Source: an optimization exercise on an open RTL-to-GDS flow (aim: small area). Production flows keep margins and buffers that such runs may drop. Function was checked by simulation only, so behaviour that the tests miss may differ from the original.

==> flow/design.v <==
module ALUb
	(output wire [7:0] res,
	 output wire [3:0] NZVC,
	 input wire [7:0] X, Y,
	 input wire k, chain, cout_sel, sub);
	wire [8:0] c;        
	wire [7:0] ci;       
	wire [7:0] s;
	genvar i;
	generate for (i = 0; i < 8; i = i + 1) begin : rc
		if (i == 0) assign ci[i] = k;
		else assign ci[i] = chain ? c[i] : k;
		assign s[i] = X[i] ^ Y[i] ^ ci[i];
		assign c[i+1] = (X[i] & Y[i]) | (X[i] & ci[i]) | (Y[i] & ci[i]);
	end endgenerate
	assign res = cout_sel ? c[8:1] : s;
	assign NZVC = {res[7], ~|res, chain & (c[8] ^ c[7]), chain & (c[8] ^ sub)};
endmodule
module cpu
	(output reg [7:0] address,
	 output wire [7:0] to_memory,
	 output wire write,
	 input wire [7:0] from_memory,
	 input wire clk, reset);
	reg [7:0] A, B, PC;
	reg [3:0] CCR;       
	reg [3:0] ph;
	reg [2:0] cls;       
	reg       rsel;      
	localparam R  = 4'd0,    
	           F0 = 4'd1,    
	           F1 = 4'd2,    
	           F2 = 4'd3,    
	           DA = 4'd4,    
	           XA = 4'd5,    
	           DN = 4'd6,    
	           H  = 4'd7,    
	           S4 = 4'd8,    
	           S5 = 4'd9,    
	           S6 = 4'd10,   
	           S7 = 4'd11,   
	           S8 = 4'd12;   
	wire [7:0] m = from_memory;
	wire [3:0] n = m[3:0];
	wire pR = (ph == R), pF0 = (ph == F0), pF1 = (ph == F1), pF2 = (ph == F2);
	wire pS4 = (ph == S4), pS5 = (ph == S5), pS6 = (ph == S6), pS7 = (ph == S7);
	wire pS8 = (ph == S8);
	wire is_alu = (m[7:4] == 4'h4) && (n >= 4'h2) && (n <= 4'hD);
	wire is_br  = (m[7:4] == 4'h2) && (n <= 4'h8);
	wire is_ld  = (m[7:4] == 4'h8) && (n >= 4'h6) && (n <= 4'h9);
	wire is_st  = (m[7:1] == 7'b1001011);
	reg  taken;
	always @(*) begin
		case (n)
			4'h0: taken = 1'b1;
			4'h1: taken = CCR[3];
			4'h2: taken = ~CCR[3];
			4'h3: taken = CCR[2];
			4'h4: taken = ~CCR[2];
			4'h5: taken = CCR[1];
			4'h6: taken = ~CCR[1];
			4'h7: taken = CCR[0];
			default: taken = ~CCR[0];
		endcase
	end
	wire c_imm = cls[2] & ~cls[1] & ~cls[0];
	wire c_dir = cls[2] & ~cls[1] & cls[0];
	wire c_st  = cls[2] & cls[1];
	wire c_brt = ~cls[2] & cls[1];
	wire c_brn = ~cls[2] & ~cls[1];
	reg f_yB, f_inv, f_k, f_chain, f_cs, f_dstb;
	always @(*) begin
		f_yB = 1'b1; f_inv = 1'b0; f_k = 1'b0; f_chain = 1'b1; f_cs = 1'b0; f_dstb = 1'b0;
		case (n)
			4'h3: begin f_inv = 1'b1; f_k = 1'b1; end
			4'h4: begin f_chain = 1'b0; f_cs = 1'b1; end
			4'h5: begin f_chain = 1'b0; f_cs = 1'b1; f_k = 1'b1; end
			4'h6: begin f_yB = 1'b0; f_k = 1'b1; end
			4'h7: begin f_yB = 1'b0; f_k = 1'b1; f_dstb = 1'b1; end
			4'h8: begin f_yB = 1'b0; f_inv = 1'b1; end
			4'h9: begin f_yB = 1'b0; f_inv = 1'b1; f_dstb = 1'b1; end
			4'hA: f_chain = 1'b0;
			4'hB: begin f_yB = 1'b0; f_inv = 1'b1; f_chain = 1'b0; end
			4'hC: begin f_yB = 1'b0; f_inv = 1'b1; f_chain = 1'b0; f_dstb = 1'b1; end
			4'hD: f_dstb = 1'b1;
			default: ;
		endcase
	end
	wire xA = pF2 | (pS7 & ~rsel);
	wire xM = pF1 | pS5;
	wire xP = pF0 | pS4;
	wire yB = (pF2 & f_yB) | (pS7 & rsel);
	wire yM = pS6 | pS8;
	wire inv = pF2 & f_inv;
	wire k = xM | (pF2 & f_k);
	wire chain = ~pF2 | f_chain;
	wire cout_sel = pF2 & f_cs;
	wire [7:0] X = ({8{xA}} & A) | ({8{xM}} & address) | ({8{xP}} & PC);
	wire [7:0] Y = (({8{yB}} & B) | ({8{yM}} & m)) ^ {8{inv}};
	wire [7:0] res;
	wire [3:0] NZVC;
	ALUb alu (.res(res), .NZVC(NZVC), .X(X), .Y(Y), .k(k), .chain(chain), .cout_sel(cout_sel), .sub(inv));
	wire alu_go = pF2 & is_alu;
	wire ld_go  = (pS6 & c_imm) | pS8;
	wire mar_en = pR | pF0 | pS4 | (pS6 & cls[2] & (cls[1] | cls[0]));
	wire pc_en  = pR | xM | (pS6 & c_brt);
	wire a_en   = pR | (alu_go & ~f_dstb) | (ld_go & ~rsel);
	wire b_en   = pR | (alu_go & f_dstb) | (ld_go & rsel);
	assign write = pS7 & cls[1];
	assign to_memory = X | Y;    
	reg [3:0] nph;
	always @(*) begin
		case (ph)
			R, F0: nph = F1;
			F1: nph = F2;
			F2: nph = is_alu ? DA : (is_br | is_ld | is_st) ? DN : H;
			DA: nph = XA;
			DN: nph = S4;
			H:  nph = H;
			S4: nph = S5;
			S5: nph = c_brn ? F0 : S6;
			S6: nph = (c_imm | c_brt) ? F0 : S7;
			S7: nph = c_st ? F0 : S8;
			default: nph = F0;    
		endcase
	end
	always @(posedge clk or negedge reset)
		if (!reset) ph <= R;
		else ph <= nph;
	always @(posedge clk)
		if (pF2) begin
			cls  <= {m[7], m[7] ? m[4] : taken, m[0]};
			rsel <= m[3] | (m[4] & m[0]);
		end
	always @(posedge clk or negedge reset)
		if (!reset) begin
			address <= 8'h00; CCR <= 4'h0;
		end else begin
			if (mar_en) address <= res;
			if (alu_go) CCR <= NZVC;
		end
	always @(posedge clk) begin
		if (pc_en) PC <= res;
		if (a_en) A <= res;
		if (b_en) B <= res;
	end
endmodule
==> flow/run.sh <==
#!/bin/bash
# synth_recipe.tcl (not shown) runs the flow's synth.tcl, then flattens the netlist and writes it again
# the make line also repeats each setting of config.mk as NAME=value (left out here)
make -C /OpenROAD-flow-scripts/flow DESIGN_CONFIG=/design/flow/config.mk WORK_HOME=/design/flow/orfs CLKGATE_MAP_FILE= SYNTH_SCRIPT=/design/flow/synth_recipe.tcl finish
==> flow/config.mk <==
export PLATFORM = sky130hd
export DESIGN_NAME = cpu
export DESIGN_NICKNAME = cpu
export VERILOG_FILES = /design/flow/design.v
export SDC_FILE = /design/flow/constraint.sdc
export NUM_CORES = 4
export LEC_CHECK = 0
export ABC_AREA = 1
export CAP_MARGIN = 20
export CORE_MARGIN = 2
export CORE_UTILIZATION = 40
export SLEW_MARGIN = 20
==> flow/constraint.sdc <==
create_clock -name core_clock -period 8.0 [get_ports {clk}]
set_input_delay 1.6000 -clock core_clock [delete_from_list [all_inputs] [get_ports {clk}]]
set_output_delay 1.6000 -clock core_clock [all_outputs]
set_load 0.01 [all_outputs]
==> results of run 1 <==
## cell usage in the layout, fill, tap and decap left out, drive strengths merged
cell type	n
a21boi	1
a21oi	4
a221oi	2
buf	9
bufinv	1
clkbuf	6
clkdlybuf4s50	26
clkinv	2
dfrtp	16
edfxtp	28
fa	8
ha	8
inv	67
mux2i	1
nand2	121
nand3	24
nand3b	3
nand4	5
nor2	24
nor3	3
nor4	1
o2111ai	2
o211ai	8
o21a	6
o21ai	30
o22ai	2
or2	2
xnor2	1
xor2	1
## logic make-up (layout without fill, tap and decap cells)
group	after synthesis	after routing	share of synthesized area
fa+ha+maj	16	16	0.0856
simple gates	183	183	0.279
xor+xnor	2	2	0.00576
compound gates	55	55	0.116
flops	44	44	0.408
buf+inv	73	111	0.102
mux	1	1	0.00329
## worst min-delay path: cells and delay by family, from the launching register on
kind / cells / cell delay [ns]
compound gates: 1 / 0.06
simple gates: 1 / 0.06
flops: 1 / 0.38
## layer usage
metal / global-route usage / vias up / wire [µm]
met3: 0.0282 / 11 / 303
met1: 0.276 / 1197 / 3630
met2: 0.306 / 55 / 3480
met5: 0 / - / 0
li1: - / 1282 / -
met4: 0.0593 / 0 / 133
## cells in the mapped netlist (3+ instances only)
cell type / count
nand2_1: 113
inv_1: 62
edfxtp_1: 28
nand3_1: 22
nor2_1: 21
o21ai_0: 20
dfrtp_1: 16
fa_1: 8
ha_1: 8
o211ai_1: 8
o21ai_1: 7
o21a_1: 6
inv_2: 5
nand2_2: 5
a21oi_1: 4
buf_6: 4
nand4_1: 4
nand2_4: 3
nand3b_1: 3
o21ai_2: 3
## final cells by class
| class | instances | area, µm² | area share |
|---|---|---|---|
| Multi-Input combinational cell | 257 | 1490 | 0.418 |
| Timing Repair Buffer | 35 | 328 | 0.0920 |
| Tap cell | 99 | 124 | 0.0347 |
| Sequential cell | 44 | 1240 | 0.348 |
| Clock inverter | 2 | 38.8 | 0.0109 |
| Clock buffer | 6 | 82.6 | 0.0232 |
| Inverter | 68 | 260 | 0.0730 |
## through the flow
stage	util	setup WS, ns	instances	hold slack [ns]
2_1_floorplan	-	0.891	374	0.469
3_3_place_gp	0.472	0.441	503	0.507
3_5_place_dp	0.472	0.307	503	0.511
4_1_cts	0.489	0.594	511	0.538
5_1_grt	0.489	0.185	511	0.548
6_report	0.489	0.614	511	0.530
## sequential cells by signal, summed over array words and instances, names as in the netlist
| name | count |
|---|---|
| cls | 3 |
| rsel | 1 |
| address | 8 |
| B | 8 |
| ph | 4 |
| A | 8 |
| PC | 8 |
| CCR | 4 |
## final timing paths
kind                                start         end  slack [ns]  depth (start not counted)
max in group asynchronous           reset       ph[0]        5.67                          1
max reg2reg                         ph[1]  address[7]        1.47                         25
min in group asynchronous           reset  address[6]        1.78                          1
max                        from_memory[1]  address[7]        0.61                         31
min reg2reg                        CCR[1]      CCR[1]        0.53                          2
min                                CCR[1]      CCR[1]        0.53                          2
==> summary.txt, run 1 <==
Timing
  • F_max: 0.135 GHz
  • # setup viols final: 0
  • Min Tclk post-route: 7.39 ns
  • Final Hold Fails: 0
  • Max Slew Vio Count: 0
  • Worst-Margin Slew: 1.01 ns
  • Period utilization: 0.923
  • Setup TNS: 0 ns
  • Skew final: 0.00568 ns
  • Unrepaired setup endpoints after global routing: false
  • Slew headroom: 0.323

Hold path
  • Hold WC Path Type: flop to flop

Route
  • Routed vias: 2545
  • Drt drc: 0
  • Routed Antenna Nets: 0
  • Final wirelength: 7550 µm
  • Pre-antenna DRT Iters: 5
  • Vias/cell: 4.98
  • Routed len/inst: 14.8 µm
  • Initial detailed-routing violation count: 155

Cells and area
  • Post-layout nets: 437
  • Filler instances: 740
  • Final Instance Area: 3560 µm²
  • Layout cells sized above 1: 0.107
  • Ant diodes: 0
  • Area growth from synthesis to final layout: 17.2%

Clocking
  • Post-cts sizing count: 0
  • Hold_buf cts: 0
  • CTS Sinks: 44
  • Post-CTS Setup Bufs: 0
  • Root buf cell: clkbuf_8
  • CTS tree: built
  • # H-tree levels: 2
  • Clk latency of the worst-skew pair: 0.31 ns
  • Clock-pin transition on the worst setup and hold timing paths: 0.08 ns
  • Maximum clock insertion buffer count: 2
  • CTS Buf Count: 5

Synthesis
  • Main synth FF type: edfxtp_1
  • Largest cells by area after synthesis: edfxtp_1 28%, nand2_1 14%, dfrtp_1 13%
  • Synthesized flop and latch total: 44
  • Async SR Flop Fraction: 0.364
  • Netlist Area Pre-Place: 3040 µm²
  • Synth top area share: 0.276
  • Sequential share of the synthesized area: 0.408
  • EDFF count, synth: 28
  • Avg Cell Area, Syn: 8.13 µm²
  • Synth Net Count: 400
  • Post-synthesis cell count: 374
  • Leading area contributor after synthesis: edfxtp_1
  • Synthesis Warnings: 1
  • Library cells used by synthesis: 38

Die
  • Die width: 91.2 µm
  • Num ports: 27
  • Core area: 7290 µm²
  • Rows: 31
  • Die height: 91.2 µm
  • Die area: 8320 µm²
  • Initial Util: 0.417

Worst setup path
  • Crit path max fanout: 7
  • CP bufs+invs: 3
  • Worst endpoint required time: 8.24 ns
  • Crit Path Class: primary input to flop
  • Critical Path Slowest Stage Cell: clkdlybuf4s50_1
  • CP dominant cell by count: nand2_1
  • Crit path largest cell delay: 0.51 ns
  • Startpoint Class: primary input
  • Element type at the critical path end: flop
  • Cell family with most CP delay: adder cells
  • WP data arrival: 7.62 ns

Run status
  • Status: timing/DRC/antenna clean

Placement
  • Port Buf Inserts: 26
  • Post-DP HPWL: 5760 µm
  • Gp weighted congestion: 0.932
  • Placement Cell Area: 3440 µm²

Global routing
  • Aggregate global-route resource usage: 0.194
  • Grt total ovfl: 0
  • First-pass GRT wire length: 12500 µm
  • Pin count of the biggest net entering global routing: 17
  • Number of global-route vias before repair: 2471
  • Initial antenna violation count: 0

Job
  • Max Cap Viol: 0
==> run 2, diff against run 1 <==
==> flow/flow/run.sh (new file) <==
#!/bin/bash
# Own layout flow:
#  1. the standard synthesis (standard.sh), unchanged;
#  2. its combinational cells re-mapped by ABC with an area script; the
#     registers stay as the standard synthesis made them (same cells, names);
#  3. the standard layout of that netlist, with the smallest buffer on
#     the ports.
# Each tool's output goes to a log of its own in the work folder.
set -euo pipefail
W=$(pwd)
R=$W/orfs/results/$FLOW_PLATFORM/cpu/base
PDIR=$FLOW_HOME/platforms/$FLOW_PLATFORM
export RS_LIB=$PDIR/lib/sky130_fd_sc_hd__tt_025C_1v80.lib
export RS_DONT_USE=$(sed -n '/^export DONT_USE_CELLS/,/^$/p' $PDIR/config.mk | grep -o 'sky130_fd_sc_hd__[a-z0-9_]*' | tr '\n' ' ')
export RS_IN=$W/synth_standard.v
export RS_OUT=$W/synth_resynth.v
export RS_ABC=$W/flow/resynth.abc

bash standard.sh "$R/1_2_yosys.v" > log_synth_standard.log 2>&1
cp "$R/1_2_yosys.v" "$RS_IN"
yosys -c flow/resynth.tcl > log_resynth.log 2>&1
cp "$RS_OUT" "$R/1_2_yosys.v"
bash standard.sh BUFFER_PORTS_ARGS="-buffer_cell sky130_fd_sc_hd__buf_1" \
  CTS_ARGS="-sink_clustering_enable -repair_clock_nets -dont_use_dummy_load -buf_list sky130_fd_sc_hd__clkbuf_8 -sink_clustering_size 24" \
  finish > log_layout.log 2>&1
==> flow/flow/resynth.abc (new file) <==
strash
&get -n
&deepsyn -T 20
&put
dch -f
map -a
==> flow/flow/resynth.tcl (new file) <==
# Re-map the combinational part of the standard synthesis netlist with ABC.
# Cells are read with their functions; the flip-flop cells are kept as black
# boxes, so the registers keep their cells and instance names.
yosys read_liberty -ignore_miss_func $::env(RS_LIB)
yosys read_verilog $::env(RS_IN)
yosys hierarchy -top cpu
yosys blackbox sky130_fd_sc_hd__df* sky130_fd_sc_hd__edf*
yosys flatten
yosys rename -hide w:*.*
yosys opt -purge
set du {}
foreach c $::env(RS_DONT_USE) { lappend du -dont_use $c }
yosys abc -liberty $::env(RS_LIB) {*}$du -script $::env(RS_ABC)
yosys opt_clean -purge
yosys splitnets
yosys opt_clean -purge
yosys hilomap -singleton -hicell sky130_fd_sc_hd__conb_1 HI -locell sky130_fd_sc_hd__conb_1 LO
yosys insbuf -buf sky130_fd_sc_hd__buf_4 A X
yosys stat -liberty $::env(RS_LIB)
yosys write_verilog -noattr -noexpr -nohex -nodec -selected $::env(RS_OUT)
==> flow/standard.sh (new file) <==
#!/bin/bash
# synth_recipe.tcl (not shown) runs the flow's synth.tcl, then flattens the netlist and writes it again
# the make line also repeats each setting of config.mk as NAME=value (left out here)
make -C /OpenROAD-flow-scripts/flow DESIGN_CONFIG=/design/flow/config.mk WORK_HOME=/design/flow/orfs CLKGATE_MAP_FILE= SYNTH_SCRIPT=/design/flow/synth_recipe.tcl "${@:-finish}"
removed: flow/run.sh
==> run 2 against run 1 <==
  * Clock skew grew 0.012 ns
  * First-iteration DRC count shrank 9.0%
  * Hold slack gained 0.029 ns
  * Count of clock-buffer cells in the layout shrank 1
  * Via count shrank 5.9%
  * Critical path depth shrank 4
  * Final cell count shrank 17%
  * Critical path type unchanged
  * Largest cell class is now sequential cells
==> summary.txt, run 2 <==
Route
  • Final wirelength: 7040 µm (-6.8%)
  • Routed Antenna Nets: 0 (unchanged)
  • Pre-antenna DRT Iters: 5 (unchanged)
  • Routed len/inst: 16.5 µm (+12%)
  • Initial detailed-routing violation count: 141 (-9.0%)
  • Routed vias: 2394 (-5.9%)
  • Drt drc: 0 (unchanged)
  • Vias/cell: 5.62 (+13%)

Clocking
  • Root buf cell: clkbuf_8
  • Clk latency of the worst-skew pair: 0.29 ns (-0.02 ns)
  • # H-tree levels: 2 (unchanged)
  • CTS Sinks: 44 (unchanged)
  • Hold_buf cts: 0 (unchanged)
  • Maximum clock insertion buffer count: 2 (unchanged)
  • Clock-pin transition on the worst setup and hold timing paths: 0.08 ns (about the same)
  • CTS tree: built
  • Post-cts sizing count: 0 (unchanged)
  • CTS Buf Count: 5 (unchanged)
  • Post-CTS Setup Bufs: 0 (unchanged)

Timing
  • Unrepaired setup endpoints after global routing: false
  • Period utilization: 0.781 (-0.142)
  • F_max: 0.160 GHz (+18%)
  • Min Tclk post-route: 6.25 ns (-1.14 ns)
  • Setup TNS: 0 ns (unchanged)
  • Post-route setup slack: 1.75 ns (+1.14 ns)
  • # setup viols final: 0 (unchanged)
  • Max Slew Vio Count: 0 (unchanged)
  • Skew final: 0.0181 ns (+0.0125 ns)
  • Final Hold Fails: 0 (unchanged)
  • Worst-Margin Slew: 1.11 ns (+0.0967 ns)
  • Slew headroom: 0.255 (-0.0677)

Cells and area
  • Final core utilization: 0.466 (-0.0229)
  • Area growth from synthesis to final layout: 11.2%
  • Ant diodes: 0 (unchanged)
  • Most common cell after layout, fill and taps aside: clkinv_1
  • Area occupied by multi-input gates: 1080 µm² (-27%)
  • Filler instances: 612 (-17%)
  • Flip-flop and latch area: 1240 µm² (unchanged)
  • Post-layout nets: 363 (-17%)
  • Layout cells sized above 1: 0.0313 (-0.0755)
  • Most frequent cells in the layout: 53 x clkinv_1, 50 x nand2_1, 46 x nor2_1, 45 x o21ai_0, 28 x edfxtp_1

Die
  • Initial Util: 0.419 (+0.00190)
  • Rows: 28 (-9.7%)
  • Die area: 6960 µm² (-16%)
  • Core area: 6030 µm² (-17%)
  • Die width: 83.5 µm (-8.5%)
  • Num ports: 27 (unchanged)
  • Die height: 83.5 µm (-8.5%)

Worst setup path
  • Crit Path Class: primary input to flop
  • Worst endpoint required time: 8.24 ns (about the same)
  • Crit path max fanout: 16 (+9)
  • Element type at the critical path end: flop
  • WP data arrival: 6.48 ns (-1.14 ns)
  • Startpoint Class: primary input

Synthesis
  • Synthesis Warnings: 1 (unchanged)
  • Synth Net Count: 327 (-18%)
  • Post-synthesis cell count: 317 (-15%)
  • Netlist Area Pre-Place: 2520 µm² (-17%)
  • Avg Cell Area, Syn: 7.97 µm² (-2.1%)

Placement
  • Port Buf Inserts: 26 (unchanged)
  • Post-Place Worst Slack: 1.58 ns (+1.27 ns)
  • Post-DP HPWL: 5530 µm (-3.9%)
  • Gp weighted congestion: 0.950 (+1.9%)

Hold path
  • Hold WC Path Type: flop to flop

Job
  • Max Cap Viol: 0 (unchanged)

Global routing
  • Grt total ovfl: 0 (unchanged)
  • Aggregate global-route resource usage: 0.206 (+0.0124)
  • Number of global-route vias before repair: 2215 (-10%)
  • Initial antenna violation count: 0 (unchanged)
  • Pin count of the biggest net entering global routing: 17 (unchanged)
  • First-pass GRT wire length: 11400 µm (-9.1%)

Run status
  • Status: timing/DRC/antenna clean
-- run 2: final timing paths --
path / slack, ns / endpoint / from / cells past startpoint
worst min-delay path: 0.56 / address[5] / address[5] / 2
worst min register to register: 0.56 / address[5] / address[5] / 2
worst max register to register: 1.89 / CCR[2] / ph[3] / 28
max in group asynchronous: 5.95 / CCR[3] / reset / 1
min in group asynchronous: 1.44 / address[3] / reset / 1
worst max-delay path: 1.75 / CCR[2] / from_memory[2] / 27
-- run 2: layout make-up --
class / instances / share of cell area
Timing Repair Buffer: 29 / 0.0428
Multi-Input combinational cell: 220 / 0.386
Inverter: 53 / 0.0709
Clock buffer: 5 / 0.0245
Tap cell: 75 / 0.0334
Sequential cell: 44 / 0.442
-- run 2: routing by layer --
layer,vias up,wire (µm),track usage
li1,1176,-,-
met1,1098,3460,0.312
met2,108,3000,0.307
met3,12,461,0.0346
met4,0,114,0.0543
met5,-,0,0
-- run 2: worst max-delay path, cell delays in order --
cell and delay (ns):
buf_1 0.17, clkinv_1 0.15, nor2_1 0.13, clkinv_1 0.11
nor3_1 0.17, buf_4 0.24, o221ai_1 0.33, a21oi_1 0.29
nor2_1 0.08, a21oi_1 0.19, clkinv_1 0.10, o21ai_0 0.22
a21oi_1 0.11, nor2_1 0.17, a311oi_1 0.10, o21ai_0 0.28
o21ai_0 0.19, nand2_1 0.11, o21ai_0 0.14, a22oi_1 0.20
a31oi_1 0.09, o21ai_0 0.36, nor2_1 0.10, xnor2_1 0.27
clkinv_1 0.20, nor2_1 0.18, a32o_1 0.17
-- run 2: metrics by stage --
| stage | hold slack (ns) | area (µm²) | cells |
|---|---|---|---|
| after floorplan | 0.486 | 2520 | 317 |
| after global placement | 0.540 | 2740 | 421 |
| after detailed placement | 0.540 | 2740 | 421 |
| after CTS | 0.560 | 2810 | 426 |
| after global routing | 0.582 | 2810 | 426 |
| final | 0.559 | 2810 | 426 |
==> run 3, diff against run 2 <==
--- a/flow/flow/run.sh
+++ b/flow/flow/run.sh
@@ -20,6 +20,4 @@
 cp "$R/1_2_yosys.v" "$RS_IN"
 yosys -c flow/resynth.tcl > log_resynth.log 2>&1
 cp "$RS_OUT" "$R/1_2_yosys.v"
-bash standard.sh BUFFER_PORTS_ARGS="-buffer_cell sky130_fd_sc_hd__buf_1" \
-  CTS_ARGS="-sink_clustering_enable -repair_clock_nets -dont_use_dummy_load -buf_list sky130_fd_sc_hd__clkbuf_8 -sink_clustering_size 24" \
-  finish > log_layout.log 2>&1
+bash standard.sh BUFFER_PORTS_ARGS="-buffer_cell sky130_fd_sc_hd__buf_1" finish > log_layout.log 2>&1
==> run 3 against run 2 <==
  * Core utilization is 0.87 points higher
  * First-iteration DRC count fell by 5.0%
  * Routed wire length is 0.18% higher
  * Final cell count is 0.70% higher
  * Register-to-register slack worse by 0.04 ns
  * Worst setup slack worse by 0.022 ns
  * Critical endpoint unchanged
==> summary.txt, run 3 <==
Worst setup path
  • Element type at the critical path end: flop
  • WP data arrival: 6.51 ns (+0.03 ns)
  • Crit Path Class: primary input to flop
  • Critical Path Slowest Stage Cell: o21ai_0
  • Startpoint Class: primary input
  • Worst endpoint required time: 8.24 ns (about the same)
  • Crit path largest cell delay: 0.37 ns (about the same)
  • Crit path max fanout: 16 (unchanged)

Clocking
  • Post-CTS Setup Bufs: 0 (unchanged)
  • Clock-pin transition on the worst setup and hold timing paths: 0.08 ns (about the same)
  • CTS Buf Count: 5 (unchanged)
  • Maximum clock insertion buffer count: 2 (unchanged)
  • Clk latency of the worst-skew pair: 0.30 ns (about the same)
  • Post-cts sizing count: 0 (unchanged)
  • # H-tree levels: 2 (unchanged)
  • Root buf cell: clkbuf_8
  • CTS Sinks: 44 (unchanged)
  • CTS tree: built
  • Hold_buf cts: 0 (unchanged)

Cells and area
  • Filler instances: 613 (+0.16%)
  • Ant diodes: 0 (unchanged)
  • Flip-flop and latch area: 1240 µm² (unchanged)
  • Final core utilization: 0.475 (+0.00872)
  • Area occupied by multi-input gates: 1080 µm² (unchanged)
  • Area growth from synthesis to final layout: 13.3%
  • Post-layout nets: 363 (unchanged)
  • Most common cell after layout, fill and taps aside: clkinv_1
  • Most frequent cells in the layout: 53 x clkinv_1, 50 x nand2_1, 46 x nor2_1, 45 x o21ai_0, 28 x edfxtp_1
  • Layout cells sized above 1: 0.0395 (+0.00821)

Placement
  • Port Buf Inserts: 26 (unchanged)
  • Post-DP HPWL: 5530 µm (unchanged)
  • Gp weighted congestion: 0.950 (unchanged)

Route
  • Vias/cell: 5.58 (-0.74%)
  • Routed vias: 2393 (-0.042%)
  • Routed len/inst: 16.4 µm (-0.52%)
  • Initial detailed-routing violation count: 134 (-5.0%)
  • Pre-antenna DRT Iters: 5 (unchanged)
  • Final wirelength: 7050 µm (+0.18%)
  • Drt drc: 0 (unchanged)
  • Routed Antenna Nets: 0 (unchanged)

Die
  • Num ports: 27 (unchanged)
  • Die area: 6960 µm² (unchanged)
  • Initial Util: 0.419 (unchanged)
  • Core area: 6030 µm² (unchanged)
  • Die height: 83.5 µm (unchanged)
  • Rows: 28 (unchanged)
  • Die width: 83.5 µm (unchanged)

Timing
  • Slew headroom: 0.285 (+0.0297)
  • Min Tclk post-route: 6.27 ns (+0.0225 ns)
  • Setup TNS: 0 ns (unchanged)
  • Period utilization: 0.784 (+0.00281)
  • Worst-Margin Slew: 1.06 ns (-0.0441 ns)
  • Max Slew Vio Count: 0 (unchanged)
  • # setup viols final: 0 (unchanged)
  • Skew final: 0.00918 ns (-0.00896 ns)
  • Unrepaired setup endpoints after global routing: false
  • Final Hold Fails: 0 (unchanged)
  • F_max: 0.159 GHz (-0.36%)

Synthesis
  • Netlist Area Pre-Place: 2520 µm² (unchanged)
  • Synth Net Count: 327 (unchanged)
  • Synthesis Warnings: 1 (unchanged)
  • Post-synthesis cell count: 317 (unchanged)
  • Avg Cell Area, Syn: 7.97 µm² (unchanged)

Global routing
  • First-pass GRT wire length: 11400 µm (+0.31%)
  • Grt total ovfl: 0 (unchanged)
  • Aggregate global-route resource usage: 0.207 (+0.00105)
  • Number of global-route vias before repair: 2224 (+0.41%)
  • Pin count of the biggest net entering global routing: 17 (unchanged)
  • Initial antenna violation count: 0 (unchanged)

Job
  • Max Cap Viol: 0 (unchanged)

Run status
  • Status: timing/DRC/antenna clean

Hold path
  • Hold WC Path Type: flop to flop
run 3: cell types whose count changed in the layout (fill, tap and decap cells not counted):
cell,previous run,this run
bufinv_16,0,1
clkbuf_8,5,6
clkinv_4,0,1
run 3: stage by stage:
stage                     instance area (µm²)  setup WS (ns)  std cells  hold slack [ns]
final                                    2860           1.73        429            0.559
after global placement                   2740           1.73        421            0.540
after CTS                                2860           1.86        429            0.562
after global routing                     2860           1.04        429            0.582
after detailed placement                 2740           1.58        421            0.540
after floorplan                          2520           1.85        317            0.486
run 3: critical path, delay by kind of cell:
kind	cells	cell delay, ns
compound gates	13	2.71
simple gates	7	0.95
buf+inv	6	0.99
xor+xnor	1	0.27
run 3: final timing paths:
kind / start / endpoint / slack, ns / cells past startpoint
setup / recovery: from_memory[2] / CCR[2] / 1.73 / 27
hold / removal: address[5] / address[5] / 0.56 / 2
setup reg to reg: ph[3] / CCR[2] / 1.85 / 28
hold reg to reg: address[5] / address[5] / 0.56 / 2
max in group asynchronous: reset / address[0] / 5.95 / 1
min in group asynchronous: reset / CCR[2] / 1.44 / 1
run 3: final cells by class:
cell class              instances  area share
flip-flops and latches         44       0.434
multi-input cells             220       0.379
inverters                      53      0.0696
repair buffers                 29      0.0420
well taps                      75      0.0328
clock buffers                   6      0.0289
clock inverters                 2      0.0136
run 3: per-layer routing:
metal,vias to the layer above,routed length [µm],GRT usage
li1,1182,-,-
met1,1094,3490,0.312
met2,104,2990,0.309
met3,13,449,0.0346
met4,0,123,0.0587
met5,-,0,0
==> run 4, diff against run 3 <==
==> flow/flow/run.sh (replaced) <==
#!/bin/bash
# Own layout flow:
#  1. the standard synthesis (standard.sh), unchanged;
#  2. its combinational cells re-mapped by ABC with an area script
#     (deepsyn with a few seeds; the smallest result is kept); the registers
#     stay as the standard synthesis made them (same cells, same names);
#  3. the standard layout of that netlist, with the smallest buffer on
#     the ports and a clock tree of small buffers without dummy loads.
# Each tool's output goes to a log of its own in the work folder.
set -euo pipefail
W=$(pwd)
R=$W/orfs/results/$FLOW_PLATFORM/cpu/base
PDIR=$FLOW_HOME/platforms/$FLOW_PLATFORM
export RS_LIB=$PDIR/lib/sky130_fd_sc_hd__tt_025C_1v80.lib
export RS_DONT_USE=$(sed -n '/^export DONT_USE_CELLS/,/^$/p' $PDIR/config.mk | grep -o 'sky130_fd_sc_hd__[a-z0-9_]*' | tr '\n' ' ')
export RS_IN=$W/synth_standard.v
SEEDS="1 2 3 4 5 6 7 8"
source flow/settings.sh

bash standard.sh "$R/1_2_yosys.v" > log_synth_standard.log 2>&1
cp "$R/1_2_yosys.v" "$RS_IN"

run_seed() {
  local s=$1
  sed "s/@SEED@/$s/" flow/resynth.abc > $W/resynth_$s.abc
  RS_ABC=$W/resynth_$s.abc RS_OUT=$W/synth_resynth_$s.v yosys -c flow/resynth.tcl > log_resynth_$s.log 2>&1 || true
}
n=0
for s in $SEEDS; do
  run_seed $s &
  n=$((n + 1))
  if (( n % ${NUM_CORES:-4} == 0 )); then wait; fi
done
wait
best=""; best_area=""
for s in $SEEDS; do
  a=$(grep "Chip area for module" log_resynth_$s.log | tail -1 | awk '{print $NF}') || true
  [[ -n "$a" && -s synth_resynth_$s.v ]] || continue
  if [[ -z "$best" ]] || awk -v a=$a -v b=$best_area 'BEGIN{exit !(a<b)}'; then best=$s; best_area=$a; fi
done
echo "resynthesis: seed $best, area $best_area" > log_resynth_choice.log
cp "synth_resynth_$best.v" "$R/1_2_yosys.v"

bash standard.sh BUFFER_PORTS_ARGS="-buffer_cell sky130_fd_sc_hd__buf_1" \
  CTS_ARGS="$CTS_ARGS" finish > log_layout.log 2>&1
==> flow/flow/resynth.abc (replaced) <==
strash
&get -n
&deepsyn -S @SEED@ -T 20
&put
dch -f
map -a
==> flow/flow/settings.sh (new file) <==
CTS_ARGS="-sink_clustering_enable -repair_clock_nets -dont_use_dummy_load -buf_list sky130_fd_sc_hd__clkbuf_8 -sink_clustering_size 24"
--- a/flow/config.mk
+++ b/flow/config.mk
@@ -8,5 +8,5 @@
 export ABC_AREA = 1
 export CAP_MARGIN = 20
 export CORE_MARGIN = 2
-export CORE_UTILIZATION = 40
+export CORE_UTILIZATION = 70
 export SLEW_MARGIN = 20
==> run 4 against run 3 <==
  * Still clean on timing, DRC and antenna
  * First-iteration DRC count grew to 3.0 times the previous value
  * Core utilization up 34 points
  * Worst setup slack lost 0.51 ns
  * Design area shrank 2.8%
  * Area after synthesis is 0.40% higher
  * Clock skew rose by 0.013 ns
  * Hold slack lost 0.034 ns
  * Maximum frequency decreased by 7.6%
  * Critical path depth rose by 2
  * Sequential share of layout area increased by 1.2 points
==> summary.txt, run 4 <==
Timing
  • Min Tclk post-route: 6.78 ns (+0.515 ns)
  • Period utilization: 0.848 (+0.0644)
  • Worst hold slack: 0.524 ns (-0.0344 ns)
  • Max Slew Vio Count: 0 (unchanged)
  • Skew final: 0.0223 ns (+0.0131 ns)
  • # setup viols final: 0 (unchanged)
  • Setup TNS: 0 ns (unchanged)
  • Unrepaired setup endpoints after global routing: false
  • F_max: 0.147 GHz (-7.6%)
  • Final Hold Fails: 0 (unchanged)
  • Worst-Margin Slew: 1.02 ns (-0.0411 ns)
  • Slew headroom: 0.320 (+0.0349)

Worst setup path
  • Origin of the critical flop-to-flop path: ph[0]
  • CP dominant cell by count: clkinv_1
  • R2r endpoint: CCR[2]
  • Cell family with most CP delay: compound AO/OA/AOI/OAI gates
  • Critical Path Slowest Stage Cell: a21oi_1
  • Element type at the critical path end: flop
  • Crit Path Class: primary input to flop
  • CP bufs+invs: 7 (+1)
  • Crit path largest cell delay: 0.62 ns (+0.25 ns)
  • Reg2reg path depth: 30 (+7.1%)
  • Worst endpoint required time: 8.20 ns (-0.04 ns)
  • Startpoint Class: primary input
  • Critical path depth: 29 (+7.4%)
  • WP data arrival: 6.99 ns (+0.48 ns)
  • R2R Setup Slk: 1.52 ns (-0.33 ns)
  • Crit path max fanout: 11 (-5)

Cells and area
  • Filler instances: 234 (-62%)
  • Flip-flop and latch area: 1240 µm² (unchanged)
  • Layout cells sized above 1: 0.0448 (+0.00527)
  • Final core utilization: 0.814 (+0.340)
  • Most frequent cells in the layout: 58 x nand2_1, 54 x nor2_1, 49 x clkinv_1, 40 x o21ai_0
  • Ant diodes: 0 (unchanged)
  • Post-layout nets: 369 (+1.7%)
  • Area occupied by multi-input gates: 1110 µm² (+2.3%)
  • Area growth from synthesis to final layout: 9.72%
  • Most common cell after layout, fill and taps aside: nand2_1

Clocking
  • CTS tree: built
  • CTS Buf Count: 5 (unchanged)
  • Post-CTS Setup Bufs: 0 (unchanged)
  • Hold_buf cts: 0 (unchanged)
  • Post-cts sizing count: 0 (unchanged)
  • # H-tree levels: 2 (unchanged)
  • CTS Sinks: 44 (unchanged)
  • Root buf cell: clkbuf_8
  • Clock-pin transition on the worst setup and hold timing paths: 0.06 ns (-0.02 ns)
  • Clk latency of the worst-skew pair: 0.30 ns (about the same)
  • Maximum clock insertion buffer count: 2 (unchanged)

Global routing
  • Initial antenna violation count: 0 (unchanged)
  • First-pass GRT wire length: 11300 µm (-0.67%)
  • Aggregate global-route resource usage: 0.373 (+0.166)
  • Number of global-route vias before repair: 2398 (+7.8%)
  • Grt total ovfl: 0 (unchanged)
  • Pin count of the biggest net entering global routing: 17 (unchanged)

Route
  • Routed Antenna Nets: 0 (unchanged)
  • Routed len/inst: 17.6 µm (+7.0%)
  • Vias/cell: 6.27 (+12%)
  • Drt drc: 0 (unchanged)
  • Routed vias: 2527 (+5.6%)
  • Pre-antenna DRT Iters: 6 (+1)
  • Initial detailed-routing violation count: 401 (+200%)
  • Final wirelength: 7090 µm (+0.51%)

Hold path
  • Hold-critical path depth: 2 (unchanged)
  • Hold WC Path Type: flop to flop
  • Hold endpoint: CCR[3]
  • Min-delay src: CCR[3]

Synthesis
  • Synth Net Count: 333 (+1.8%)
  • Synthesis Warnings: 1 (unchanged)
  • Netlist Area Pre-Place: 2530 µm² (+0.40%)
  • Post-synthesis cell count: 323 (+1.9%)
  • Avg Cell Area, Syn: 7.85 µm² (-1.5%)

Die
  • Initial Util: 0.742 (+0.323)
  • Die width: 64.2 µm (-23%)
  • Rows: 21 (-25%)
  • Num ports: 27 (unchanged)
  • Die area: 4120 µm² (-41%)
  • Core area: 3420 µm² (-43%)
  • Die height: 64.2 µm (-23%)

Placement
  • Post-DP HPWL: 5380 µm (-2.8%)
  • Gp weighted congestion: 0.953 (+0.38%)
  • Port Buf Inserts: 26 (unchanged)

Run status
  • Status: timing/DRC/antenna clean

Job
  • Max Cap Viol: 0 (unchanged)
run 4: worst min-delay path: cells and delay by family (launching register included):
kind	cells	cell delay, ns
flops	1	0.34
simple gates	2	0.14
run 4: per-layer routing:
layer | wire, µm | part of all wire | global-route usage
met5 | 0 | 0 | 0
met4 | 315 | 0.044 | 0.176
met3 | 671 | 0.095 | 0.0704
met2 | 3410 | 0.48 | 0.630
met1 | 2690 | 0.38 | 0.462
run 4: area by class of cell:
| class | instances | share of cell area |
|---|---|---|
| sequential | 44 | 0.446 |
| multi-input combinational | 230 | 0.399 |
| inverter | 49 | 0.0661 |
| timing repair buffer | 29 | 0.0432 |
| clock buffer | 5 | 0.0247 |
| tap | 46 | 0.0207 |
run 4: how the worst max path moves through the flow:
stage / start / endpoint / slack [ns]
after floorplan: from_memory[2] / CCR[2] / 2.46
after global placement: from_memory[2] / CCR[2] / 1.50
after detailed placement: from_memory[2] / CCR[2] / 1.20
after CTS: from_memory[2] / CCR[2] / 1.41
after global routing: from_memory[2] / CCR[2] / 0.56
final: from_memory[2] / CCR[2] / 1.22
run 4: through the flow:
step	setup slack, ns	cells	area [µm²]
after global placement	1.50	398	2710
after floorplan	2.46	323	2530
after global routing	0.557	403	2780
after detailed placement	1.20	398	2710
final	1.22	403	2780
after CTS	1.41	403	2780
==> run 5, diff against run 4 <==
--- a/flow/design.v
+++ b/flow/design.v
@@ -133,13 +133,10 @@
 			rsel <= m[3] | (m[4] & m[0]);
 		end
 	always @(posedge clk or negedge reset)
-		if (!reset) begin
-			address <= 8'h00; CCR <= 4'h0;
-		end else begin
-			if (mar_en) address <= res;
-			if (alu_go) CCR <= NZVC;
-		end
+		if (!reset) address <= 8'h00;
+		else if (mar_en) address <= res;
 	always @(posedge clk) begin
+		if (alu_go | pR) CCR <= {NZVC[3], NZVC[2] & ~pR, NZVC[1:0]};
 		if (pc_en) PC <= res;
 		if (a_en) A <= res;
 		if (b_en) B <= res;
--- a/flow/flow/run.sh
+++ b/flow/flow/run.sh
@@ -14,7 +14,7 @@
 export RS_LIB=$PDIR/lib/sky130_fd_sc_hd__tt_025C_1v80.lib
 export RS_DONT_USE=$(sed -n '/^export DONT_USE_CELLS/,/^$/p' $PDIR/config.mk | grep -o 'sky130_fd_sc_hd__[a-z0-9_]*' | tr '\n' ' ')
 export RS_IN=$W/synth_standard.v
-SEEDS="1 2 3 4 5 6 7 8"
+SEEDS="0 1 2 3 4 5 6 7"
 source flow/settings.sh
 
 bash standard.sh "$R/1_2_yosys.v" > log_synth_standard.log 2>&1
@@ -22,7 +22,7 @@
 
 run_seed() {
   local s=$1
-  sed "s/@SEED@/$s/" flow/resynth.abc > $W/resynth_$s.abc
+  if [[ $s == 0 ]]; then sed "s/-S @SEED@ //" flow/resynth.abc; else sed "s/@SEED@/$s/" flow/resynth.abc; fi > $W/resynth_$s.abc
   RS_ABC=$W/resynth_$s.abc RS_OUT=$W/synth_resynth_$s.v yosys -c flow/resynth.tcl > log_resynth_$s.log 2>&1 || true
 }
 n=0
--- a/flow/config.mk
+++ b/flow/config.mk
@@ -8,5 +8,5 @@
 export ABC_AREA = 1
 export CAP_MARGIN = 20
 export CORE_MARGIN = 2
-export CORE_UTILIZATION = 70
+export CORE_UTILIZATION = 40
 export SLEW_MARGIN = 20
==> run 5 against run 4 <==
  * Synthesized cell count fell by 7.4%
  * Area after synthesis fell by 1.0%
  * Still clean
  * Via count fell by 11%
  * Sequential share of layout area rose by 0.48 points
  * First-iteration DRC count fell by 45%
  * Worst setup slack improved by 1.0 ns
  * Critical path depth fell by 2
  * Critical path type unchanged
  * Hold slack improved by 0.018 ns
==> summary.txt, run 5 <==
Route
  • M1 WL: 3180 µm (+18%)
  • Initial detailed-routing violation count: 221 (-45%)
  • Routed wl met3: 383 µm (-43%)
  • Vias/cell: 5.56 (-11%)
  • Routed vias: 2261 (-11%)
  • WL met2: 2800 µm (-18%)
  • Highest routed layer: met4
  • Routed len/inst: 15.8 µm (-10%)
  • Pre-antenna DRT Iters: 4 (-2)
  • Final wirelength: 6430 µm (-9.2%)
  • Routed Antenna Nets: 0 (unchanged)
  • Drt drc: 0 (unchanged)

Worst setup path
  • Critical Path Slowest Stage Cell: a32oi_1
  • Startpoint Class: primary input
  • Crit path largest cell delay: 0.41 ns (-0.21 ns)
  • Element type at the critical path end: flop
  • Worst endpoint required time: 8.02 ns (-0.18 ns)
  • Crit path max fanout: 8 (-3)
  • Cell family with most CP delay: compound AO/OA/AOI/OAI gates
  • CP bufs+invs: 5 (-2)
  • CP dominant cell by count: nand2_1
  • Crit Path Class: primary input to flop
  • WP data arrival: 5.78 ns (-1.21 ns)

Cells and area
  • Layout cells sized above 1: 0.0602 (+0.0154)
  • Final core utilization: 0.467 (-0.347)
  • Flip-flop and latch area: 1260 µm² (+1.6%)
  • Area occupied by multi-input gates: 1100 µm² (-1.0%)
  • Area growth from synthesis to final layout: 11.5%
  • Post-layout nets: 344 (-6.8%)
  • Most frequent cells in the layout: 54 x nand2_1, 43 x clkinv_1, 37 x nor2_1, 32 x edfxtp_1, 29 x a21oi_1
  • Ant diodes: 0 (unchanged)
  • Most common cell after layout, fill and taps aside: nand2_1
  • Filler instances: 595 (+150%)

Run status
  • Status: timing/DRC/antenna clean

Synthesis
  • Netlist Area Pre-Place: 2510 µm² (-1.0%)
  • Post-synthesis cell count: 299 (-7.4%)
  • Synth Net Count: 309 (-7.2%)
  • Avg Cell Area, Syn: 8.39 µm² (+6.9%)
  • Synthesis Warnings: 1 (unchanged)

Die
  • Die width: 83.2 µm (+30%)
  • Num ports: 27 (unchanged)
  • Rows: 28 (+33%)
  • Initial Util: 0.419 (-0.323)
  • Core area: 5990 µm² (+75%)
  • Die height: 83.2 µm (+30%)
  • Die area: 6920 µm² (+68%)

Clocking
  • Maximum clock insertion buffer count: 2 (unchanged)
  • Clock-pin transition on the worst setup and hold timing paths: 0.09 ns (+0.03 ns)
  • Post-CTS Setup Bufs: 0 (unchanged)
  • # H-tree levels: 2 (unchanged)
  • CTS tree: built
  • Clk latency of the worst-skew pair: 0.30 ns (about the same)
  • Post-cts sizing count: 0 (unchanged)
  • CTS Sinks: 44 (unchanged)
  • CTS Buf Count: 5 (unchanged)
  • Root buf cell: clkbuf_8
  • Hold_buf cts: 0 (unchanged)

Placement
  • Port Buf Inserts: 26 (unchanged)
  • Gp weighted congestion: 0.941 (-1.3%)
  • Post-DP HPWL: 4990 µm (-7.1%)

Global routing
  • Initial antenna violation count: 0 (unchanged)
  • Grt total ovfl: 0 (unchanged)
  • Aggregate global-route resource usage: 0.191 (-0.182)
  • Number of global-route vias before repair: 2086 (-13%)
  • First-pass GRT wire length: 10400 µm (-7.7%)
  • Pin count of the biggest net entering global routing: 16 (-1)

Timing
  • Slew headroom: 0.334 (+0.0145)
  • Worst hold slack: 0.543 ns (+0.0184 ns)
  • Min Tclk post-route: 5.76 ns (-1.02 ns)
  • F_max: 0.174 GHz (+18%)
  • # setup viols final: 0 (unchanged)
  • Setup TNS: 0 ns (unchanged)
  • Max Slew Vio Count: 0 (unchanged)
  • Unrepaired setup endpoints after global routing: false
  • Period utilization: 0.720 (-0.128)
  • Final Hold Fails: 0 (unchanged)
  • Skew final: 0.0243 ns (+0.00202 ns)
  • Worst-Margin Slew: 0.994 ns (-0.0264 ns)

Job
  • Max Cap Viol: 0 (unchanged)

Hold path
  • Hold WC Path Type: flop to flop
[run 5: routing by layer]
metal  track usage  vias up
met3        0.0288        8
met2         0.282       66
met4        0.0686        0
li1              -     1129
met1         0.284     1058
met5             0        -
[run 5: path summary, 6_finish.rpt]
path | startpoint | to | cells after the start | slack, ns
worst max-delay path | from_memory[2] | CCR[2] | 27 | 2.24
min in group asynchronous | reset | address[2] | 1 | 1.32
worst min-delay path | address[5] | address[5] | 1 | 0.54
max in group asynchronous | reset | ph[0] | 1 | 6.20
worst max register to register | ph[1] | CCR[2] | 26 | 2.51
worst min register to register | address[5] | address[5] | 1 | 0.54
[run 5: metrics by stage]
stage                     std cells  instance area [µm²]  setup WS (ns)
after global routing            407                 2800           1.53
after CTS                       407                 2790           2.01
after global placement          402                 2720           2.01
after floorplan                 299                 2510           2.62
final                           407                 2800           2.24
after detailed placement        402                 2720           1.73
[run 5: area by class of cell]
class,instances,share of cell area
flip-flops and latches,44,0.451
repair buffers,28,0.0403
multi-input cells,212,0.393
clock buffers,5,0.0246
inverters,43,0.0577
well taps,75,0.0336
[run 5: worst reg2reg max path, stage by stage (launching register included)]
cell,delay [ns]
dfrtp_1,0.46
clkinv_1,0.17
nor2_1,0.14
clkinv_1,0.10
nor2_1,0.50
clkinv_1,0.22
nor3_2,0.55
xor2_1,0.32
a21oi_1,0.21
clkinv_1,0.09
o211ai_1,0.14
nand4_1,0.22
a21oi_1,0.19
a21oi_1,0.08
o22ai_1,0.21
o21ai_0,0.11
o21ai_0,0.13
clkinv_1,0.13
nand2_1,0.07
nand2_1,0.05
or2_2,0.28
nand2_1,0.09
clkinv_1,0.10
nand2_1,0.09
nand2_1,0.07
a32oi_1,0.41
nor4_1,0.08
==> run 6, diff against run 5 <==
--- a/flow/design.v
+++ b/flow/design.v
@@ -27,19 +27,19 @@
 	reg [3:0] ph;
 	reg [2:0] cls;       
 	reg       rsel;      
-	localparam R  = 4'd0,    
-	           F0 = 4'd1,    
-	           F1 = 4'd2,    
-	           F2 = 4'd3,    
-	           DA = 4'd4,    
-	           XA = 4'd5,    
+	localparam R  = 4'd4,    
+	           F0 = 4'd0,    
+	           F1 = 4'd13,    
+	           F2 = 4'd11,    
+	           DA = 4'd8,    
+	           XA = 4'd10,    
 	           DN = 4'd6,    
-	           H  = 4'd7,    
-	           S4 = 4'd8,    
-	           S5 = 4'd9,    
-	           S6 = 4'd10,   
-	           S7 = 4'd11,   
-	           S8 = 4'd12;   
+	           H  = 4'd12,    
+	           S4 = 4'd2,    
+	           S5 = 4'd15,    
+	           S6 = 4'd9,   
+	           S7 = 4'd5,   
+	           S8 = 4'd14;   
 	wire [7:0] m = from_memory;
 	wire [3:0] n = m[3:0];
 	wire pR = (ph == R), pF0 = (ph == F0), pF1 = (ph == F1), pF2 = (ph == F2);
==> flow/flow/resynth.abc (replaced) <==
strash
&get -n
&deepsyn -S @SEED@ -T 60
&put
dch -f
map -a
==> run 6 against run 5 <==
  * Global-route usage grew 3.9 points
  * Routed wire length rose by 8.7%
  * Critical endpoint unchanged
  * Final cell count is 0.25% lower
  * First-iteration DRC count down 14%
  * Count of clock-buffer cells in the layout unchanged
  * Critical path depth fell by 3
  * Die area decreased by 1.3%
  * Via count grew 0.35%
  * Core utilization decreased by 0.27 points
  * Hold slack got worse by 0.020 ns
==> summary.txt, run 6 <==
Timing
  • Min Tclk post-route: 5.66 ns (-0.103 ns)
  • F_max: 0.177 GHz (+1.8%)
  • Final Hold Fails: 0 (unchanged)
  • Skew final: 0.0206 ns (-0.00376 ns)
  • Worst-Margin Slew: 0.940 ns (-0.0541 ns)
  • Setup TNS: 0 ns (unchanged)
  • Period utilization: 0.707 (-0.0129)
  • Slew headroom: 0.371 (+0.0369)
  • # setup viols final: 0 (unchanged)
  • Unrepaired setup endpoints after global routing: false
  • Max Slew Vio Count: 0 (unchanged)

Global routing
  • First-pass GRT wire length: 11300 µm (+7.9%)
  • Aggregate global-route resource usage: 0.230 (+0.0391)
  • Grt total ovfl: 0 (unchanged)
  • Initial antenna violation count: 0 (unchanged)
  • Number of global-route vias before repair: 2219 (+6.4%)
  • Pin count of the biggest net entering global routing: 15 (-1)

Clocking
  • Clock-pin transition on the worst setup and hold timing paths: 0.09 ns (about the same)
  • CTS tree: built
  • Post-CTS Setup Bufs: 0 (unchanged)
  • CTS Buf Count: 5 (unchanged)
  • Post-cts sizing count: 0 (unchanged)
  • Maximum clock insertion buffer count: 2 (unchanged)
  • Clk latency of the worst-skew pair: 0.30 ns (about the same)
  • # H-tree levels: 2 (unchanged)
  • Root buf cell: clkbuf_8
  • Hold_buf cts: 0 (unchanged)
  • CTS Sinks: 44 (unchanged)

Worst setup path
  • R2R Setup Slk: 2.73 ns (+0.22 ns)
  • CP bufs+invs: 5 (unchanged)
  • WP data arrival: 5.75 ns (-0.03 ns)
  • Crit Path Class: primary input to flop
  • Critical-path cell list: buf_1 > clkinv_1 > a21oi_1 > clkinv_1 > nor3_1 > clkinv_1 > nor2_1 > a21oi_1 > a21oi_1 > nor2_1 > a21oi_1 > nor2_1 > a211oi_1 > a221oi_1 > o21ai_0 > o211ai_1 > o31ai_1 > or2_2 > nand2_1 > nor2_1 > clkinv_1 > a21boi_0 > nand3_1 > nor4_1
  • Startpoint Class: primary input
  • Critical Path Slowest Stage Cell: buf_1
  • Crit path largest cell delay: 0.32 ns (-0.09 ns)
  • Worst endpoint required time: 8.09 ns (+0.07 ns)
  • Crit path max fanout: 8 (unchanged)
  • Cell family with most CP delay: compound AO/OA/AOI/OAI gates
  • Element type at the critical path end: flop

Route
  • Initial detailed-routing violation count: 189 (-14%)
  • Final wirelength: 7000 µm (+8.7%)
  • Routed Antenna Nets: 0 (unchanged)
  • Routed len/inst: 17.2 µm (+9.0%)
  • Drt drc: 0 (unchanged)
  • Pre-antenna DRT Iters: 5 (+1)
  • Vias/cell: 5.59 (+0.60%)
  • Routed vias: 2269 (+0.35%)

Synthesis
  • Post-synthesis cell count: 297 (-0.67%)
  • Synthesis Warnings: 1 (unchanged)
  • Netlist Area Pre-Place: 2470 µm² (-1.3%)
  • Avg Cell Area, Syn: 8.33 µm² (-0.68%)
  • Synth Net Count: 307 (-0.65%)

Cells and area
  • Layout cells sized above 1: 0.0423 (-0.0179)
  • Most frequent cells in the layout: 47 x clkinv_1, 46 x nor2_1, 44 x nand2_1, 32 x edfxtp_1, 30 x a21oi_1
  • Post-layout nets: 343 (-0.29%)
  • Area growth from synthesis to final layout: 11.7%
  • Ant diodes: 0 (unchanged)
  • Final core utilization: 0.464 (-0.00272)
  • Filler instances: 619 (+4.0%)
  • Most common cell after layout, fill and taps aside: clkinv_1

Placement
  • Gp weighted congestion: 0.949 (+0.81%)
  • Port Buf Inserts: 26 (unchanged)
  • Post-DP HPWL: 5170 µm (+3.5%)

Die
  • Die height: 82.7 µm (-0.64%)
  • Num ports: 27 (unchanged)
  • Die width: 82.7 µm (-0.64%)
  • Rows: 28 (unchanged)
  • Initial Util: 0.416 (-0.00321)
  • Core area: 5960 µm² (-0.58%)
  • Die area: 6830 µm² (-1.3%)

Job
  • Max Cap Viol: 0 (unchanged)

Hold path
  • Hold WC Path Type: flop to flop

Run status
  • Status: timing/DRC/antenna clean
run 6: cell count changes in the layout (fill, tap and decap cells not counted), moves of 5 or more:
cell | before | now
a22oi_1 | 8 | 2
a32o_1 | 0 | 6
mux2_2 | 5 | 0
nand2_1 | 54 | 44
nor2_1 | 37 | 46
o211ai_1 | 2 | 7
o21ai_0 | 20 | 27
run 6: cell type report:
type | count | area, µm² | area share
clock buffers | 5 | 68.8 | 0.0249
flip-flops and latches | 44 | 1260 | 0.457
well taps | 75 | 93.8 | 0.0340
inverters | 47 | 176 | 0.0638
repair buffers | 29 | 120 | 0.0435
multi-input cells | 206 | 1040 | 0.377
run 6: through the flow:
step / hold slack (ns) / worst slack (ns) / cell area [µm²] / cells
3_5_place_dp: 0.505 / 2.13 / 2690 / 401
5_1_grt: 0.548 / 1.68 / 2760 / 406
2_1_floorplan: 0.534 / 3.16 / 2470 / 297
6_report: 0.523 / 2.34 / 2760 / 406
4_1_cts: 0.521 / 2.42 / 2760 / 406
3_3_place_gp: 0.497 / 2.35 / 2690 / 401
run 6: worst paths after layout:
path                            depth (start not counted)          to      startpoint
min in group asynchronous                               1  address[4]           reset
worst min register to register                          2  address[4]      address[4]
max in group asynchronous                               1  address[7]           reset
worst max-delay path                                   24      CCR[2]  from_memory[0]
worst max register to register                         23      CCR[2]           ph[3]
worst min-delay path                                    2  address[4]      address[4]
run 6: routing by layer:
metal,track usage,up-vias,part of all wire
li1,-,1114,-
met1,0.304,1047,0.44
met2,0.377,94,0.47
met3,0.0467,14,0.072
met4,0.0770,0,0.019
met5,0,-,0
run 6: worst reg2reg max path, cell delays in order, from the launching register on:
cell and delay (ns):
dfrtp_1 0.39, clkinv_1 0.16, nor2_1 0.66, clkinv_1 0.27
nor2_1 0.33, a21oi_1 0.09, and2_2 0.25, a221oi_1 0.42
a21oi_1 0.14, nor2_1 0.15, a21oi_1 0.05, nor2_1 0.14
a211oi_1 0.12, a221oi_1 0.31, o21ai_0 0.22, o211ai_1 0.13
o31ai_1 0.10, or2_2 0.31, nand2_1 0.08, nor2_1 0.06
nand2_1 0.05, a21boi_0 0.34, nand3_1 0.11, nor4_1 0.21
==> run 7, diff against run 6 <==
--- a/flow/design.v
+++ b/flow/design.v
@@ -27,19 +27,19 @@
 	reg [3:0] ph;
 	reg [2:0] cls;       
 	reg       rsel;      
-	localparam R  = 4'd4,    
+	localparam R  = 4'd10,    
 	           F0 = 4'd0,    
-	           F1 = 4'd13,    
-	           F2 = 4'd11,    
-	           DA = 4'd8,    
-	           XA = 4'd10,    
-	           DN = 4'd6,    
-	           H  = 4'd12,    
-	           S4 = 4'd2,    
-	           S5 = 4'd15,    
-	           S6 = 4'd9,   
-	           S7 = 4'd5,   
-	           S8 = 4'd14;   
+	           F1 = 4'd8,    
+	           F2 = 4'd1,    
+	           DA = 4'd6,    
+	           XA = 4'd9,    
+	           DN = 4'd5,    
+	           H  = 4'd14,    
+	           S4 = 4'd4,    
+	           S5 = 4'd12,    
+	           S6 = 4'd3,   
+	           S7 = 4'd2,   
+	           S8 = 4'd11;   
 	wire [7:0] m = from_memory;
 	wire [3:0] n = m[3:0];
 	wire pR = (ph == R), pF0 = (ph == F0), pF1 = (ph == F1), pF2 = (ph == F2);
==> run 7 against run 6 <==
  * Sequential share of layout area grew 0.74 points
  * Maximum frequency rose by 8.0%
  * Flip-flop and latch count is the same
  * Register-to-register slack improved by 0.47 ns
==> summary.txt, run 7 <==
Cells and area
  • Most frequent cells in the layout: 46 x nor2_1, 44 x nand2_1, 42 x clkinv_1, 32 x edfxtp_1, 30 x a21oi_1
  • Finished Layout Cells: 398 (-2.0%)
  • Final Instance Area: 2720 µm² (-1.5%)
  • Ant diodes: 0 (unchanged)
  • Most common cell after layout, fill and taps aside: nor2_1
  • Area growth from synthesis to final layout: 11.8%
  • Layout cells sized above 1: 0.0402 (-0.00205)
  • Post-layout nets: 335 (-2.3%)

Timing
  • Skew final: 0.0140 ns (-0.00659 ns)
  • Max Slew Vio Count: 0 (unchanged)
  • Setup TNS: 0 ns (unchanged)
  • Final Hold Fails: 0 (unchanged)
  • Worst-Margin Slew: 1.01 ns (+0.0676 ns)
  • Slew headroom: 0.324 (-0.0468)
  • Period utilization: 0.655 (-0.0527)
  • Min Tclk post-route: 5.24 ns (-0.421 ns)
  • F_max: 0.191 GHz (+8.0%)
  • Unrepaired setup endpoints after global routing: false
  • # setup viols final: 0 (unchanged)

Worst setup path
  • WP data arrival: 5.27 ns (-0.48 ns)
  • R2R Setup Slk: 3.20 ns (+0.47 ns)
  • Crit Path Class: primary input to flop
  • Element type at the critical path end: flop
  • Worst endpoint required time: 8.03 ns (-0.06 ns)
  • Crit path max fanout: 10 (+2)
  • Startpoint Class: primary input

Global routing
  • Grt total ovfl: 0 (unchanged)
  • Pin count of the biggest net entering global routing: 13 (-2)
  • Aggregate global-route resource usage: 0.221 (-0.00903)
  • First-pass GRT wire length: 10800 µm (-4.0%)
  • Initial antenna violation count: 0 (unchanged)
  • Number of global-route vias before repair: 2112 (-4.8%)

Clocking
  • Post-CTS Setup Bufs: 0 (unchanged)
  • CTS tree: built
  • CTS Sinks: 44 (unchanged)
  • CTS Buf Count: 5 (unchanged)
  • Maximum clock insertion buffer count: 2 (unchanged)
  • Hold_buf cts: 0 (unchanged)
  • # H-tree levels: 2 (unchanged)
  • Post-cts sizing count: 0 (unchanged)
  • Clock-pin transition on the worst setup and hold timing paths: 0.08 ns (about the same)
  • Root buf cell: clkbuf_8
  • Clk latency of the worst-skew pair: 0.29 ns (about the same)

Route
  • Routed vias: 2202 (-3.0%)
  • Initial detailed-routing violation count: 262 (+39%)
  • Final wirelength: 6700 µm (-4.2%)
  • Pre-antenna DRT Iters: 4 (-1)
  • Vias/cell: 5.53 (-1.0%)
  • Routed Antenna Nets: 0 (unchanged)
  • Routed len/inst: 16.8 µm (-2.3%)
  • Drt drc: 0 (unchanged)

Die
  • Die height: 82.0 µm (-0.77%)
  • Initial Util: 0.414 (-0.00186)
  • Die area: 6730 µm² (-1.5%)
  • Rows: 28 (unchanged)
  • Num ports: 27 (unchanged)
  • Core area: 5890 µm² (-1.2%)
  • Die width: 82.0 µm (-0.77%)

Synthesis
  • Post-synthesis cell count: 289 (-2.7%)
  • Synth Net Count: 299 (-2.6%)
  • Synthesis Warnings: 1 (unchanged)
  • Avg Cell Area, Syn: 8.43 µm² (+1.1%)
  • Netlist Area Pre-Place: 2430 µm² (-1.6%)

Job
  • Max Cap Viol: 0 (unchanged)

Hold path
  • Hold WC Path Type: flop to flop

Placement
  • Post-DP HPWL: 5100 µm (-1.4%)
  • Port Buf Inserts: 26 (unchanged)
  • Gp weighted congestion: 0.954 (+0.48%)
  • # placed instances: 393 (-2.0%)
  • Placement Cell Area: 2650 µm² (-1.3%)

Run status
  • Status: timing/DRC/antenna clean
## run 7: cell count changes in the layout (fill, tap and decap cells not counted), sizes merged, moves of 3 or more
| cell | change |
|---|---|
| clkinv | -5 |
| nor3 | -4 |
| o21a | +3 |
| a32o | -3 |
| a31oi | +5 |
## run 7: worst max-delay path, cell delays in order
cell and delay, ns:
buf_1 0.31, nand2_1 0.19, nand3_1 0.42, nor2_1 0.07, a21oi_1 0.28, o211ai_1 0.25, o21a_1 0.20, nand2_1 0.07
o311ai_0 0.14, nor2_1 0.17, clkinv_1 0.10, nand4_1 0.07, nand2_1 0.06, or2_2 0.30, nand3_1 0.10, o21a_1 0.15
a31oi_1 0.05, nor2_1 0.20, nor2_1 0.08, xnor2_1 0.37, nor4_1 0.08
## run 7: layout make-up
| cell class | instances | area (µm²) |
|---|---|---|
| Fill cell | 606 | 3160 |
| Multi-Input combinational cell | 203 | 1020 |
| Tap cell | 75 | 93.8 |
| Clock buffer | 5 | 68.8 |
| Inverter | 42 | 158 |
| Sequential cell | 44 | 1260 |
| Timing Repair Buffer | 29 | 120 |
## run 7: final timing paths
path | startpoint | endpoint | depth (start not counted)
worst max-delay path | from_memory[0] | CCR[2] | 21
worst min-delay path | address[5] | address[5] | 2
worst max register to register | ph[0] | CCR[2] | 23
worst min register to register | address[5] | address[5] | 2
max in group asynchronous | reset | ph[0] | 1
min in group asynchronous | reset | address[2] | 1
## run 7: metrics by stage
stage	hold slack [ns]	utilization	setup WS [ns]
final	0.554	0.463	2.76
after global routing	0.590	0.463	2.42
after CTS	0.560	0.463	2.77
after global placement	0.540	0.451	2.40
after floorplan	0.542	-	3.39
after detailed placement	0.543	0.451	2.46
## run 7: layer usage
metal  track usage  wire (µm)  vias to the layer above
li1              -          -                     1100
met1         0.298       2830                     1011
met2         0.359       3220                       79
met3        0.0418        516                       12
met4        0.0700        136                        0
met5             0          0                        -

-- what the ideal ports hide --
The results above use ideal ports. As a check the final layouts listed here were re-extracted and re-timed, cells and wires unchanged.
Step 1 assumes that a clkbuf_16 drives the clock port and a buf_2 every other input.
Step 2 moves the port delays by t, midway between the first and last clock arrival at a register: inputs arrive t later, outputs are due t later. That takes back most of the time a late clock gives input paths.
Three values: ideal ports, drivers, drivers and shift; two values: the first two.
run | t, ns | setup WS [ns] | clock arrival spread, ns | worst data-port slew with drivers (ns)
run 1 | 0.340 | 0.614 / 0.621 / 0.281 | 0.006 / 0.006 | 0.03
run 2 | 0.312 | 1.753 / 1.757 / 1.444 | 0.018 / 0.019 | 0.03
run 3 | 0.325 | 1.730 / 1.735 / 1.410 | 0.010 / 0.010 | 0.03
run 4 | 0.317 | 1.215 / 1.223 / 0.906 | 0.022 / 0.023 | 0.04
run 5 | 0.317 | 2.239 / 2.243 / 1.926 | 0.025 / 0.025 | 0.03
run 6 | 0.320 | 2.342 / 2.348 / 2.028 | 0.020 / 0.021 | 0.03
run 7 | 0.312 | 2.763 / 2.768 / 2.456 | 0.014 / 0.014 | 0.03
After both steps setup and hold are still met in every run listed. For run 1, which loses most, drivers alone change the setup slack by +0.007 ns; drivers and shift together by -0.333 ns.
